Source: an optimization exercise on an open RTL-to-GDS flow (aim: small area, a short achievable clock period and few clock cycles per item). Production flows keep margins and buffers that such runs may drop. At most, simulation tests tie the RTL to the original design; equivalence was not proved. The flow treats the clock pin as an ideal source, which a real chip does not have. Power is estimated from default activity; no workload was simulated.

## cnm_top
module cnm_top (
    input  logic               clk,
    input  logic               rst,
    input  logic               in_valid,
    input  logic signed [7:0]  rea,
    input  logic signed [7:0]  ima,
    input  logic signed [7:0]  req,
    input  logic signed [7:0]  imq,
    output logic               out_valid,
    output logic signed [15:0] rep,
    output logic signed [15:0] imp
);
    logic [7:0] rea_r, ima_r;
    logic rep_b1;
    logic rep_b2;
    logic rep_b3;
    logic rep_b4;
    logic rep_b5;
    logic rep_b6;
    logic rep_b7;
    logic rep_b8;
    logic rep_b9;
    logic rep_b10;
    logic rep_b11;
    logic rep_b12;
    logic rep_b13;
    logic rep_b14;
    logic rep_b15;
    logic rep_b16;
    logic rep_b17;
    logic rep_b18;
    logic rep_b19;
    logic rep_b20;
    logic rep_b21;
    logic rep_b22;
    logic rep_b23;
    logic rep_b24;
    logic rep_b25;
    logic rep_b26;
    logic rep_b27;
    logic rep_b28;
    logic rep_b29;
    logic rep_b30;
    logic rep_b31;
    logic rep_b32;
    logic rep_b33;
    logic rep_b34;
    logic rep_b35;
    logic rep_b36;
    logic rep_b37;
    logic rep_b38;
    logic rep_b39;
    logic rep_b40;
  ...
==> flow/config.mk <==
export PLATFORM = sky130hd
export DESIGN_NAME = cnm_top
export DESIGN_NICKNAME = cnm_top
export VERILOG_FILES = /design/flow/design.v
export SDC_FILE = /design/flow/constraint.sdc
export NUM_CORES = 4
export LEC_CHECK = 0
export CAP_MARGIN = 20
export CORE_MARGIN = 2
export CORE_UTILIZATION = 40
export CTS_BUF_LIST = sky130_fd_sc_hd__clkbuf_4 sky130_fd_sc_hd__clkbuf_8
export SETUP_SLACK_MARGIN = 4.65
export SLEW_MARGIN = 20
export SYNTH_HIERARCHICAL = 1
==> flow/constraint.sdc <==
create_clock -name core_clock -period 7.0 [get_ports {clk}]
set_input_delay 1.4000 -clock core_clock [delete_from_list [all_inputs] [get_ports {clk}]]
set_output_delay 1.4000 -clock core_clock [all_outputs]
set_load 0.01 [all_outputs]
standard.sh (not shown) runs the stock make flow with config.mk's settings and CLKGATE_MAP_FILE= SYNTH_SCRIPT=/design/flow/synth_recipe.tcl, a recipe that flattens the netlist after the stock synthesis.
==> flow/flow/run.sh <==
#!/bin/bash
# Own layout flow: the standard flow (standard synthesis, same steps and
# settings) with these changes:
#  - after the floorplan step, combinational cells that synthesis mapped at a
#    larger drive strength are set back to drive strength 1 (downsize.tcl);
#    the standard repair steps that follow upsize where timing needs it;
#  - the port buffers are the small sky130 buf_1 cell instead of the delay
#    cell buffer_ports picks by default (every input and output port still
#    gets its own buffer; repair may resize them);
#  - clock tree synthesis adds no dummy loads.
set -euo pipefail
export BUFFER_PORTS_ARGS="-buffer_cell sky130_fd_sc_hd__buf_1"
export CTS_ARGS="-sink_clustering_enable -repair_clock_nets -dont_use_dummy_load -buf_list {sky130_fd_sc_hd__clkbuf_4 sky130_fd_sc_hd__clkbuf_8}"
bash standard.sh floorplan > flow_make_floorplan.log 2>&1
RESULTS=orfs/results/$FLOW_PLATFORM/cnm_top/base \
LIB=$FLOW_HOME/platforms/$FLOW_PLATFORM/lib/sky130_fd_sc_hd__tt_025C_1v80.lib \
  openroad -no_init -exit flow/downsize.tcl > downsize.log 2>&1
touch orfs/results/$FLOW_PLATFORM/cnm_top/base/2_floorplan.odb
bash standard.sh > flow_make.log 2>&1
==> flow/flow/downsize.tcl <==
# Set every combinational cell of the synthesized, floorplanned design to its
# drive-strength-1 variant (same function and footprint family). The flow's
# later repair steps upsize again where timing needs it. Registers, clock and
# tap cells are left alone.
set results $::env(RESULTS)
read_liberty $::env(LIB)
read_db $results/2_floorplan.odb
set n 0
foreach inst [get_cells *] {
  set ref [get_property $inst ref_name]
  if {![regexp {^(sky130_fd_sc_hd__([a-z0-9]+))_([0-9]+)$} $ref -> base fn drive]} continue
  if {$drive <= 1} continue
  if {[regexp {^(df|ed|sd|dl|clk|tap|fill|decap|conb|probe|lpflow|buf|inv|bufinv|dly)} $fn]} continue
  set lc [get_lib_cells -quiet ${base}_1]
  if {$lc eq ""} continue
  replace_cell $inst $lc
  incr n
}
puts "downsized $n cells"
write_db $results/2_floorplan.odb
Then changed:
--- a/flow/config.mk
+++ b/flow/config.mk
@@ -12 +12 @@
-export SETUP_SLACK_MARGIN = 4.65
+export SETUP_SLACK_MARGIN = 4.5
- The new run completed with no timing, DRC or antenna violations
- worst setup slack gets worse by 0.14 ns
- flip-flop and latch count stays the same
- non-clock buffer count goes down by 40
- via count goes down by 2.6%
- total power goes down by 2.7%
- wire length goes down by 1.8%
- core utilization goes down by 2.1 points
- global-route usage barely changes
- cell area goes down by 4.8%
- synthesized cell count does not change
- maximum frequency goes down by 5.6%
No run of this note included a check of the RTL's function; only the layout flow was run.

Another version of the RTL of cnm_top (not shown whole).
For scale: about 820 cells after synthesis, roughly 150 flip-flops, ~68 I/O pins.
clock: 7.0 ns
lec_check: 0
cap_margin: 20
core_margin: 2
core_utilization: 40
cts_buf_list: sky130_fd_sc_hd__clkbuf_4 sky130_fd_sc_hd__clkbuf_8
setup_slack_margin: 4.6
slew_margin: 20
synth_hierarchical: 1
Scripts as last shown in full above: flow/flow/run.sh, flow/flow/downsize.tcl
The starting point completed with no timing, DRC or antenna violations.
Testbench counts at the start, summed over its fixed seeds: cycles 16,024, items 16,000.
Rerun with:
==> flow/flow/run.sh (replaced) <==
#!/bin/bash
# Own layout flow: the standard flow (standard synthesis, same steps and
# settings) with two changes:
#  - the port buffers are the small sky130 buf_1 cell instead of the delay
#    cell buffer_ports picks by default (every input and output port still
#    gets its own buffer; repair may resize them);
#  - clock tree synthesis adds no dummy loads.
set -euo pipefail
export BUFFER_PORTS_ARGS="-buffer_cell sky130_fd_sc_hd__buf_1"
export CTS_ARGS="-sink_clustering_enable -repair_clock_nets -dont_use_dummy_load -buf_list {sky130_fd_sc_hd__clkbuf_4 sky130_fd_sc_hd__clkbuf_8}"
bash standard.sh > flow_make.log 2>&1
Settings changed: CORE_UTILIZATION 40 to 60, SETUP_SLACK_MARGIN 4.6 to 4.5.
removed: flow/flow/downsize.tcl
Result: Routed wire length rises by a few percent. Sequential power stays flat. Via count came out higher slightly. Combinational power fell by a few percent. Non-clock buffer count fell by 18. Die area is lower by a quarter to a third. Global-route usage came out higher by 9.1 points. First-iteration DRC count went up slightly.
Rerun with:
--- a/flow/flow/run.sh
+++ b/flow/flow/run.sh
@@ -8,4 +8,4 @@
 set -euo pipefail
 export BUFFER_PORTS_ARGS="-buffer_cell sky130_fd_sc_hd__buf_1"
-export CTS_ARGS="-sink_clustering_enable -repair_clock_nets -dont_use_dummy_load -buf_list {sky130_fd_sc_hd__clkbuf_4 sky130_fd_sc_hd__clkbuf_8}"
+export CTS_ARGS="-sink_clustering_enable -repair_clock_nets -dont_use_dummy_load -buf_list {sky130_fd_sc_hd__clkbuf_4}"
 bash standard.sh > flow_make.log 2>&1
Settings changed: CAP_MARGIN 20 to 5, CORE_UTILIZATION 60 to 40, SLEW_MARGIN 20 to 5.
Final area came out higher by about 0.8%.
Total power fell by about 2.8%.
First-iteration DRC count fell by about 10%.
Routed wire length goes down by about 2%.
Via count drops by about 3.5%.
Synthesized cell count does not change.
Die area rose by 48%.
Hold slack degrades by 26 ps.
Setup slack gets better by 48 ps.
Rerun with:
==> flow/flow/run.sh (replaced) <==
#!/bin/bash
# Own layout flow: the standard flow (standard synthesis, same steps and
# settings), except that the port buffers are the small sky130 buf_1 cell
# instead of the delay cell buffer_ports picks by default. Every input and
# output port still gets its own buffer; repair may resize them.
set -euo pipefail
export BUFFER_PORTS_ARGS="-buffer_cell sky130_fd_sc_hd__buf_1"
bash standard.sh > flow_make.log 2>&1
Settings changed: CAP_MARGIN 5 to 20, SLEW_MARGIN 5 to 20.
=>
- The new run completed with no timing, DRC or antenna violations
- synthesized area stays the same
- routed wire length increases by 1.3%
- cell area increases by 2.9%
Rerun with:
==> flow/flow/run.sh (replaced) <==
#!/bin/bash
# Own layout flow: the standard flow (standard synthesis, same steps and
# settings) with these changes:
#  - after the floorplan step and again after clock tree synthesis, logic cells that synthesis mapped at a
#    larger drive strength are set back to drive strength 1 (downsize.tcl);
#    the standard repair steps that follow upsize where timing needs it;
#  - the port buffers are the small sky130 buf_1 cell instead of the delay
#    cell buffer_ports picks by default (every input and output port still
#    gets its own buffer; repair may resize them);
#  - clock tree synthesis adds no dummy loads.
set -euo pipefail
export BUFFER_PORTS_ARGS="-buffer_cell sky130_fd_sc_hd__buf_1"
export CTS_ARGS="-sink_clustering_enable -repair_clock_nets -dont_use_dummy_load -buf_list {sky130_fd_sc_hd__clkbuf_4 sky130_fd_sc_hd__clkbuf_8}"
bash standard.sh floorplan > flow_make_floorplan.log 2>&1
R=orfs/results/$FLOW_PLATFORM/cnm_top/base
export RESULTS=$R LIB=$FLOW_HOME/platforms/$FLOW_PLATFORM/lib/sky130_fd_sc_hd__tt_025C_1v80.lib
DB=2_floorplan.odb openroad -no_init -exit flow/downsize.tcl > downsize_floorplan.log 2>&1
touch $R/2_floorplan.odb
bash standard.sh cts > flow_make_cts.log 2>&1
DB=4_cts.odb openroad -no_init -exit flow/downsize.tcl > downsize_cts.log 2>&1
touch $R/4_cts.odb
bash standard.sh > flow_make.log 2>&1
==> flow/flow/downsize.tcl (new file) <==
# Set every combinational cell of the synthesized, floorplanned design to its
# drive-strength-1 variant (same function and footprint family). The flow's
# later repair steps upsize again where timing needs it. Registers, clock and
# tap cells are left alone.
set results $::env(RESULTS)
read_liberty $::env(LIB)
set db $::env(DB)
read_db $results/$db
set n 0
foreach inst [get_cells *] {
  set ref [get_property $inst ref_name]
  if {![regexp {^(sky130_fd_sc_hd__([a-z0-9]+))_([0-9]+)$} $ref -> base fn drive]} continue
  if {$drive <= 1} continue
  if {[regexp {^(df|ed|sd|dl|clk|tap|fill|decap|conb|probe|lpflow|buf|inv|bufinv|dly)} $fn]} continue
  set lc [get_lib_cells -quiet ${base}_1]
  if {$lc eq ""} continue
  replace_cell $inst $lc
  incr n
}
puts "downsized $n cells"
write_db $results/$db
Result:
- synthesized area is unchanged
- sequential share of layout area rose by 1.8 points
- count of clock-buffer cells in the layout fell by 3

[static timing again, ports no longer ideal]
How much do the figures lean on ideal ports? The routed layouts below were timed once more, with nothing changed but the port constraints. Step 1 sets driving cells, clkbuf_16 on the clock port and buf_2 on the other inputs (assumed; they add their load-dependent delay and slew). Step 2 adds t to the input delays and takes it off the output delays; t is the mean of the earliest and latest rising clock arrival at the registers after step 1. Input paths then give back, and output paths get back, about the clock's delay inside the block. Slacks: ideal ports / drivers / drivers and shift; pairs: ideal ports / drivers.
| run | t (ns) | setup slack, ns | worst setup path at the end | latest minus earliest clock arrival (ns) |
|---|---|---|---|---|
| the first run of note 1 | 0.474 | 4.677 / 4.677 / 4.677 | register to register | 0.030 / 0.030 |
| the second run of note 1 | 0.474 | 4.539 / 4.539 / 4.539 | register to register | 0.027 / 0.026 |
| the first run of note 2 | 0.473 | 4.649 / 4.632 / 4.649 | register to register | 0.035 / 0.035 |
| the second run of note 2 | 0.477 | 4.543 / 4.543 / 4.543 | register to register | 0.036 / 0.036 |
| the third run of note 2 | 0.575 | 4.591 / 4.556 / 4.591 | register to register | 0.030 / 0.030 |
| the fourth run of note 2 | 0.497 | 4.604 / 4.604 / 4.604 | register to register | 0.009 / 0.009 |
| the fifth run of note 2 | 0.472 | 4.567 / 4.567 / 4.567 | register to register | 0.034 / 0.034 |
After both steps setup and hold are still met in every run listed.
